Background: an optimization exercise with open tools, aiming at small area and a short achievable clock period. Do not read the settings as production practice. The clock input has no modelled driver; a real chip could not lean on it and would need a root buffer or a full tree. Power is estimated from default activity; no workload was simulated.

==> job 8655 <==
==> flow/design.v <==
`timescale 1ns / 1ps
module FIFO_Project(clk, resetn, soft_reset, read_enb, write_enb, data_in,
                    data_out, valid, full);
input clk, resetn, soft_reset, read_enb, write_enb;
input [7:0] data_in;
output reg [7:0] data_out;
output reg valid;    
output reg full;
reg [3:0] write_ptr;
reg [3:0] read_ptr;
reg [7:0] fifo [0:15];
wire clr = !resetn || soft_reset;
wire wr  = write_enb && !full;
wire rd  = read_enb && valid;
always @(posedge clk)
    if (wr)
        fifo[write_ptr] <= data_in;
always @(posedge clk)
    if (clr)
        write_ptr <= 4'd0;
    else if (wr)
        write_ptr <= write_ptr + 4'd1;
wire [15:0] rsel = 16'd1 << read_ptr;
reg [7:0] rdata;
integer k;
always @(*) begin
    rdata = 8'd0;
    for (k = 0; k < 16; k = k + 1)
        rdata = rdata | (fifo[k] & {8{rsel[k]}});
end
always @(posedge clk)
    if (clr) begin
        data_out <= 8'd0;
        read_ptr <= 4'd0;
    end else if (rd) begin
        data_out <= rdata;
        read_ptr <= read_ptr + 4'd1;
    end
wire last_one = (read_ptr + 4'd1) == write_ptr;
wire last_gap = (write_ptr + 4'd1) == read_ptr;
always @(posedge clk) begin
    valid <= !clr && (wr || (valid && !(read_enb && last_one)));
    full  <= !clr && !(read_enb && valid) && (wr ? last_gap : full);
end
endmodule
`timescale 1ns / 1ps
module Synchronizer_Project(clk, resetn, valid, read_enb, soft_reset);
input clk, resetn, valid, read_enb;
output reg soft_reset;
reg [4:0] cnt;
always @(posedge clk)
    if (!resetn || !valid || read_enb) begin
        cnt <= 5'd0;
        soft_reset <= 1'b0;
    end else if (cnt == 5'b11000) begin
        cnt <= 5'd0;
        soft_reset <= 1'b1;
    end else begin
        cnt <= {cnt[3:0], ~(cnt[4] ^ cnt[2])};
        soft_reset <= 1'b0;
    end
endmodule
`timescale 1ns / 1ps
module FSM_Project(clk, resetn, soft_reset, pkt_valid, addr_in, empty_in,
                   fifo_full, parity_done, low_pkt_valid, addr,
                   detect_add, lfd_state, ld_state, lp_state, cpe_state,
                   full_state, laf_state, busy);
input clk, resetn, soft_reset, pkt_valid;
input [1:0] addr_in;
input [2:0] empty_in;
input fifo_full, parity_done, low_pkt_valid;
output reg [1:0] addr;
output detect_add, lfd_state, ld_state, lp_state, cpe_state, full_state, laf_state;
output reg busy;
localparam decode_address     = 3'b000,
           load_first_data    = 3'b001,
           load_data          = 3'b010,
           load_parity        = 3'b011,
           check_parity_error = 3'b100,
           fifo_full_state    = 3'b101,
           load_after_full    = 3'b110,
           wait_till_empty    = 3'b111;
reg [2:0] state, next_state;
wire [3:0] empty4 = {1'b0, empty_in};
wire hdr_ok     = pkt_valid && (addr_in != 2'd3);
wire hdr_empty  = empty4[addr_in];
wire addr_empty = empty4[addr];
always @(*) begin
    case (state)
    decode_address:     next_state = !hdr_ok ? decode_address :
                                     hdr_empty ? load_first_data : wait_till_empty;
    load_first_data:    next_state = load_data;
    load_data:          next_state = fifo_full ? fifo_full_state :
                                     !pkt_valid ? load_parity : load_data;
    load_parity:        next_state = check_parity_error;
    check_parity_error: next_state = fifo_full ? fifo_full_state : decode_address;
    fifo_full_state:    next_state = fifo_full ? fifo_full_state : load_after_full;
    load_after_full:    next_state = parity_done ? decode_address :
                                     low_pkt_valid ? load_parity : load_data;
    default:            next_state = addr_empty ? load_first_data : wait_till_empty;
    endcase
end
always @(posedge clk)
    if (!resetn || soft_reset) begin
        state <= decode_address;
        busy  <= 1'b0;
    end else begin
        state <= next_state;
        busy  <= !(next_state == decode_address || next_state == load_data);
    end
always @(posedge clk)
    if (state == decode_address)
        addr <= addr_in;
assign detect_add = state == decode_address;
assign lfd_state  = state == load_first_data;
assign ld_state   = state == load_data;
assign lp_state   = state == load_parity;
assign cpe_state  = state == check_parity_error;
assign full_state = state == fifo_full_state;
assign laf_state  = state == load_after_full;
endmodule
`timescale 1ns / 1ps
module Register_Project(input clk, resetn, pkt_valid,
                        input [7:0] data_in,
                        input fifo_full, detect_add, ld_state, laf_state, lfd_state, cpe_state,
                        output reg err, parity_done, low_pkt_valid,
                        output reg [7:0] data_out);
reg [7:0] fifo_full_state_byte, internal_parity, packet_parity_byte;
always @(posedge clk)
    if (!resetn)
        parity_done <= 1'b0;
    else if (ld_state && !fifo_full && !pkt_valid)
        parity_done <= 1'b1;
    else if (laf_state && low_pkt_valid && !parity_done)
        parity_done <= 1'b1;
    else if (detect_add)
        parity_done <= 1'b0;
always @(posedge clk)
    if (!resetn)
        low_pkt_valid <= 1'b0;
    else if (ld_state && !pkt_valid)
        low_pkt_valid <= 1'b1;
    else if (cpe_state)
        low_pkt_valid <= 1'b0;
always @(posedge clk)
    if (resetn && ld_state && fifo_full)
        fifo_full_state_byte <= data_in;
always @(posedge clk)
    if ((detect_add && pkt_valid) || (ld_state && !fifo_full))
        data_out <= data_in;
    else if (laf_state)
        data_out <= fifo_full_state_byte;
always @(posedge clk)
    if (lfd_state)
        internal_parity <= data_out;
    else if (ld_state && pkt_valid)
        internal_parity <= internal_parity ^ data_in;
    else if (detect_add)
        internal_parity <= 8'd0;
always @(posedge clk)
    if (ld_state && !pkt_valid)
        packet_parity_byte <= data_in;
always @(posedge clk)
    if (!resetn)
        err <= 1'b0;
    else if (parity_done)
        err <= internal_parity != packet_parity_byte;
endmodule
`timescale 1ns / 1ps
module Router_Top_Level_1x3(clock,resetn,read_enb_0,read_enb_1,read_enb_2,data_in,pkt_valid,data_out_0,data_out_1,data_out_2,valid_out_0,valid_out_1,valid_out_2,error,busy);
input clock,resetn,read_enb_0,read_enb_1,read_enb_2,pkt_valid;
input [7:0] data_in;
output valid_out_0,valid_out_1,valid_out_2,error,busy;
output [7:0] data_out_0,data_out_1,data_out_2;
wire [2:0] soft_reset, valid, full, read_enb;
wire [7:0] reg_out;
wire [1:0] addr;
wire detect_add, lfd_state, ld_state, lp_state, cpe_state, full_state, laf_state;
wire parity_done, low_pkt_valid;
assign read_enb = {read_enb_2, read_enb_1, read_enb_0};
assign valid_out_0 = valid[0];
assign valid_out_1 = valid[1];
assign valid_out_2 = valid[2];
wire [3:0] full4 = {1'b0, full};
wire fifo_full = full4[addr];
wire write_enb_reg = ld_state || lp_state || laf_state;
wire [2:0] write_enb = {3{write_enb_reg}} & {addr == 2'd2, addr == 2'd1, addr == 2'd0};
FIFO_Project fifo_0(.clk(clock), .resetn(resetn), .soft_reset(soft_reset[0]),
                    .read_enb(read_enb_0), .write_enb(write_enb[0]), .data_in(reg_out),
                    .data_out(data_out_0), .valid(valid[0]), .full(full[0]));
FIFO_Project fifo_1(.clk(clock), .resetn(resetn), .soft_reset(soft_reset[1]),
                    .read_enb(read_enb_1), .write_enb(write_enb[1]), .data_in(reg_out),
                    .data_out(data_out_1), .valid(valid[1]), .full(full[1]));
FIFO_Project fifo_2(.clk(clock), .resetn(resetn), .soft_reset(soft_reset[2]),
                    .read_enb(read_enb_2), .write_enb(write_enb[2]), .data_in(reg_out),
                    .data_out(data_out_2), .valid(valid[2]), .full(full[2]));
Synchronizer_Project sync_0(.clk(clock), .resetn(resetn), .valid(valid[0]),
                            .read_enb(read_enb_0), .soft_reset(soft_reset[0]));
Synchronizer_Project sync_1(.clk(clock), .resetn(resetn), .valid(valid[1]),
                            .read_enb(read_enb_1), .soft_reset(soft_reset[1]));
Synchronizer_Project sync_2(.clk(clock), .resetn(resetn), .valid(valid[2]),
                            .read_enb(read_enb_2), .soft_reset(soft_reset[2]));
FSM_Project fsm0(.clk(clock), .resetn(resetn), .soft_reset(|soft_reset),
                 .pkt_valid(pkt_valid), .addr_in(data_in[1:0]), .empty_in(~valid),
                 .fifo_full(fifo_full), .parity_done(parity_done), .low_pkt_valid(low_pkt_valid),
                 .addr(addr), .detect_add(detect_add), .lfd_state(lfd_state), .ld_state(ld_state),
                 .lp_state(lp_state), .cpe_state(cpe_state), .full_state(full_state),
                 .laf_state(laf_state), .busy(busy));
Register_Project register(.clk(clock), .resetn(resetn), .pkt_valid(pkt_valid), .data_in(data_in),
                          .fifo_full(fifo_full), .detect_add(detect_add), .ld_state(ld_state),
                          .laf_state(laf_state), .lfd_state(lfd_state), .cpe_state(cpe_state),
                          .err(error), .parity_done(parity_done), .low_pkt_valid(low_pkt_valid),
                          .data_out(reg_out));
endmodule
==> flow/run.sh <==
#!/bin/bash
# synth_recipe.tcl (not shown) runs the flow's synth.tcl, then flattens the netlist and writes it again
# the make line also repeats each setting of config.mk as NAME=value (left out here)
make -C /OpenROAD-flow-scripts/flow DESIGN_CONFIG=/design/flow/config.mk WORK_HOME=/design/flow/orfs CLKGATE_MAP_FILE= SYNTH_SCRIPT=/design/flow/synth_recipe.tcl finish
==> flow/config.mk <==
export PLATFORM = sky130hd
export DESIGN_NAME = Router_Top_Level_1x3
export DESIGN_NICKNAME = Router_Top_Level_1x3
export VERILOG_FILES = /design/flow/design.v
export SDC_FILE = /design/flow/constraint.sdc
export NUM_CORES = 4
export LEC_CHECK = 0
export CAP_MARGIN = 20
export CORE_MARGIN = 2
export CORE_UTILIZATION = 55
export CTS_CLUSTER_DIAMETER = 100
export CTS_CLUSTER_SIZE = 30
export PLACE_DENSITY = 0.65
export SETUP_SLACK_MARGIN = 2.9
export SLEW_MARGIN = 20
==> flow/constraint.sdc <==
create_clock -name core_clock -period 5.0 [get_ports {clock}]
set_input_delay 1.0000 -clock core_clock [delete_from_list [all_inputs] [get_ports {clock}]]
set_output_delay 1.0000 -clock core_clock [all_outputs]
set_load 0.01 [all_outputs]
==> job 8081 (differences from job 8655) <==
==> flow/flow/run.sh (new file) <==
#!/bin/bash
# Standard ORFS layout, except that the clock tree is a hand-built two-level
# inverter tree (flow/cts_hook.tcl) instead of TritonCTS's buffer H-tree.
set -euo pipefail
work=$(pwd)
bash standard.sh PRE_CTS_TCL="$work/flow/cts_hook.tcl" finish > "$work/standard.log" 2>&1
==> flow/flow/cts_hook.tcl (new file) <==
proc cell_out { master } {
  foreach mt [$master getMTerms] {
    if {[$mt getIoType] eq "OUTPUT"} { return [$mt getName] }
  }
}
proc build_clock_tree { rows cols leaf_master root_master } {
  set db [ord::get_db]
  set block [ord::get_db_block]
  set clk [$block findNet clock]
  set sinks {}
  foreach it [$clk getITerms] {
    set bb [[$it getInst] getBBox]
    lappend sinks [list $it [expr {([$bb xMin] + [$bb xMax]) / 2}] [expr {([$bb yMin] + [$bb yMax]) / 2}]]
  }
  set n [llength $sinks]
  set lm [$db findMaster $leaf_master]
  set rm [$db findMaster $root_master]
  set lo [cell_out $lm]
  set ro [cell_out $rm]
  set nroot [expr {($rows > 1 ? 2 : 1) * ($cols > 1 ? 2 : 1)}]
  for {set q 0} {$q < $nroot} {incr q} {
    set rootnet($q) [odb::dbNet_create $block clknet_root_$q]
    $rootnet($q) setSigType CLOCK
    set qx($q) 0; set qy($q) 0; set qn($q) 0
  }
  set sinks [lsort -integer -index 2 $sinks]
  set i 0
  for {set r 0} {$r < $rows} {incr r} {
    set row [lsort -integer -index 1 [lrange $sinks [expr {$r * $n / $rows}] [expr {($r + 1) * $n / $rows - 1}]]]
    set m [llength $row]
    for {set c 0} {$c < $cols} {incr c} {
      set g [lrange $row [expr {$c * $m / $cols}] [expr {($c + 1) * $m / $cols - 1}]]
      set gx 0; set gy 0
      foreach s $g { incr gx [lindex $s 1]; incr gy [lindex $s 2] }
      set gx [expr {$gx / [llength $g]}]
      set gy [expr {$gy / [llength $g]}]
      set q [expr {($rows > 1 && $r >= $rows / 2 ? 2 : 0) + ($cols > 1 && $c >= $cols / 2 ? 1 : 0)}]
      if {$nroot == 2 && $rows == 1} { set q [expr {$c >= $cols / 2}] }
      incr qx($q) $gx; incr qy($q) $gy; incr qn($q)
      set buf [odb::dbInst_create $block $lm clkbuf_leaf_$i]
      set net [odb::dbNet_create $block clknet_leaf_$i]
      $net setSigType CLOCK
      $buf setLocation [expr {$gx - [$lm getWidth] / 2}] [expr {$gy - [$lm getHeight] / 2}]
      $buf setPlacementStatus PLACED
      [$buf findITerm A] connect $rootnet($q)
      [$buf findITerm $lo] connect $net
      foreach s $g {
        set it [lindex $s 0]
        $it disconnect
        $it connect $net
      }
      incr i
    }
  }
  for {set q 0} {$q < $nroot} {incr q} {
    set root [odb::dbInst_create $block $rm clkbuf_root_$q]
    set cx [expr {$qx($q) / $qn($q)}]; set cy [expr {$qy($q) / $qn($q)}]
    $root setLocation [expr {$cx - [$rm getWidth] / 2}] [expr {$cy - [$rm getHeight] / 2}]
    $root setPlacementStatus PLACED
    [$root findITerm A] connect $clk
    [$root findITerm $ro] connect $rootnet($q)
  }
  puts "clock tree: $n sinks, $i leaves, $nroot roots"
}

# Sourced by ORFS cts.tcl as PRE_CTS_TCL: the clock tree is built by
# build_clock_tree above in place of TritonCTS; the rest of cts.tcl (legalizing,
# timing repair) runs unchanged. The tree has no inverter that
# repair_clock_inverters should clone, so that step is skipped.
rename repair_clock_inverters orfs_repair_clock_inverters
proc repair_clock_inverters { args } {}
rename clock_tree_synthesis orfs_clock_tree_synthesis
proc clock_tree_synthesis { args } {
  build_clock_tree 4 6 sky130_fd_sc_hd__clkinv_8 sky130_fd_sc_hd__clkinv_16
  set_propagated_clock [all_clocks]
}
==> flow/standard.sh (new file) <==
#!/bin/bash
# synth_recipe.tcl (not shown) runs the flow's synth.tcl, then flattens the netlist and writes it again
# the make line also repeats each setting of config.mk as NAME=value (left out here)
make -C /OpenROAD-flow-scripts/flow DESIGN_CONFIG=/design/flow/config.mk WORK_HOME=/design/flow/orfs CLKGATE_MAP_FILE= SYNTH_SCRIPT=/design/flow/synth_recipe.tcl "${@:-finish}"
CTS_CLUSTER_DIAMETER = not set   (was 100)
CTS_CLUSTER_SIZE = not set   (was 30)
SETUP_SLACK_MARGIN = 3.2   (was 2.9)
removed: flow/run.sh
==> comparison table <==
Met2 Use GR: job 8081 0.441; job 8655 0.418
Slew @ Worst Pin: job 8081 0.731 ns; job 8655 1.13 ns
Via density per instance: job 8081 6.44; job 8655 6.37
Buffer and inverter count on the worst path: job 8081 3; job 8655 1
# nets final: job 8081 1602; job 8655 1485
Area occupied by multi-input gates: job 8081 0.00658 mm2; job 8655 0.00586 mm2
Switching power summed over all nets: job 8081 0.00218 W; job 8655 0.00192 W
Switching power as a share of total power: job 8081 0.285; job 8655 0.246
Outcome: job 8081 timing/DRC/antenna clean; job 8655 timing/DRC/antenna clean
Highest attainable clock frequency: job 8081 0.513 GHz; job 8655 0.485 GHz
Non-clk invs: job 8081 50; job 8655 22
Sequential cell area share: job 8081 0.573; job 8655 0.632
Required time at the worst-slack endpoint: job 8081 4.93 ns; job 8655 4.00 ns
Quantity of gates resized following cts: job 8081 371; job 8655 290
Hold WS: job 8081 0.427 ns; job 8655 0.433 ns
Pin count of the biggest net entering global routing: job 8081 51; job 8655 50
Reg-to-reg endpoint: job 8081 fifo_0.fifo[0][3]; job 8655 fifo_2.data_out[1]
Largest stage delay on the critical path: job 8081 0.47 ns; job 8655 0.39 ns
FF+latch area: job 8081 0.0142 mm2; job 8655 0.0142 mm2
Function was not checked in any run of this note: the RTL went through the layout flow alone. In job 8081 the design's own scripts or RTL, not TritonCTS, make the clock network.

==> static timing again, ports no longer ideal <==
Ports are ideal in the flow. The routed layouts listed here were re-timed in OpenROAD.
Step 1 sets driving cells, clkbuf_16 on the clock port and buf_2 on the other inputs (assumed; they add their load-dependent delay and slew).
Step 2, shift: input delay + t, output delay - t, t = (earliest + latest rising clock arrival at the registers) / 2. This alone moves slack from input paths to output paths.
Slacks: no drivers / after step 1 / after step 2; pairs: no drivers / after step 1.
| run | shift t [ns] | setup slack, ns | pins driven straight from the clock port |
|---|---|---|---|
| job 8655 | 0.599 | 2.939 / 2.884 / 2.332 | 1 |
| job 8081 | 0.456 | 3.052 / 2.961 / 2.825 | 4 |
After both steps every run listed still meets setup and hold. For job 8655, which loses most, drivers alone change the setup slack by -0.055 ns; drivers and shift together by -0.607 ns.
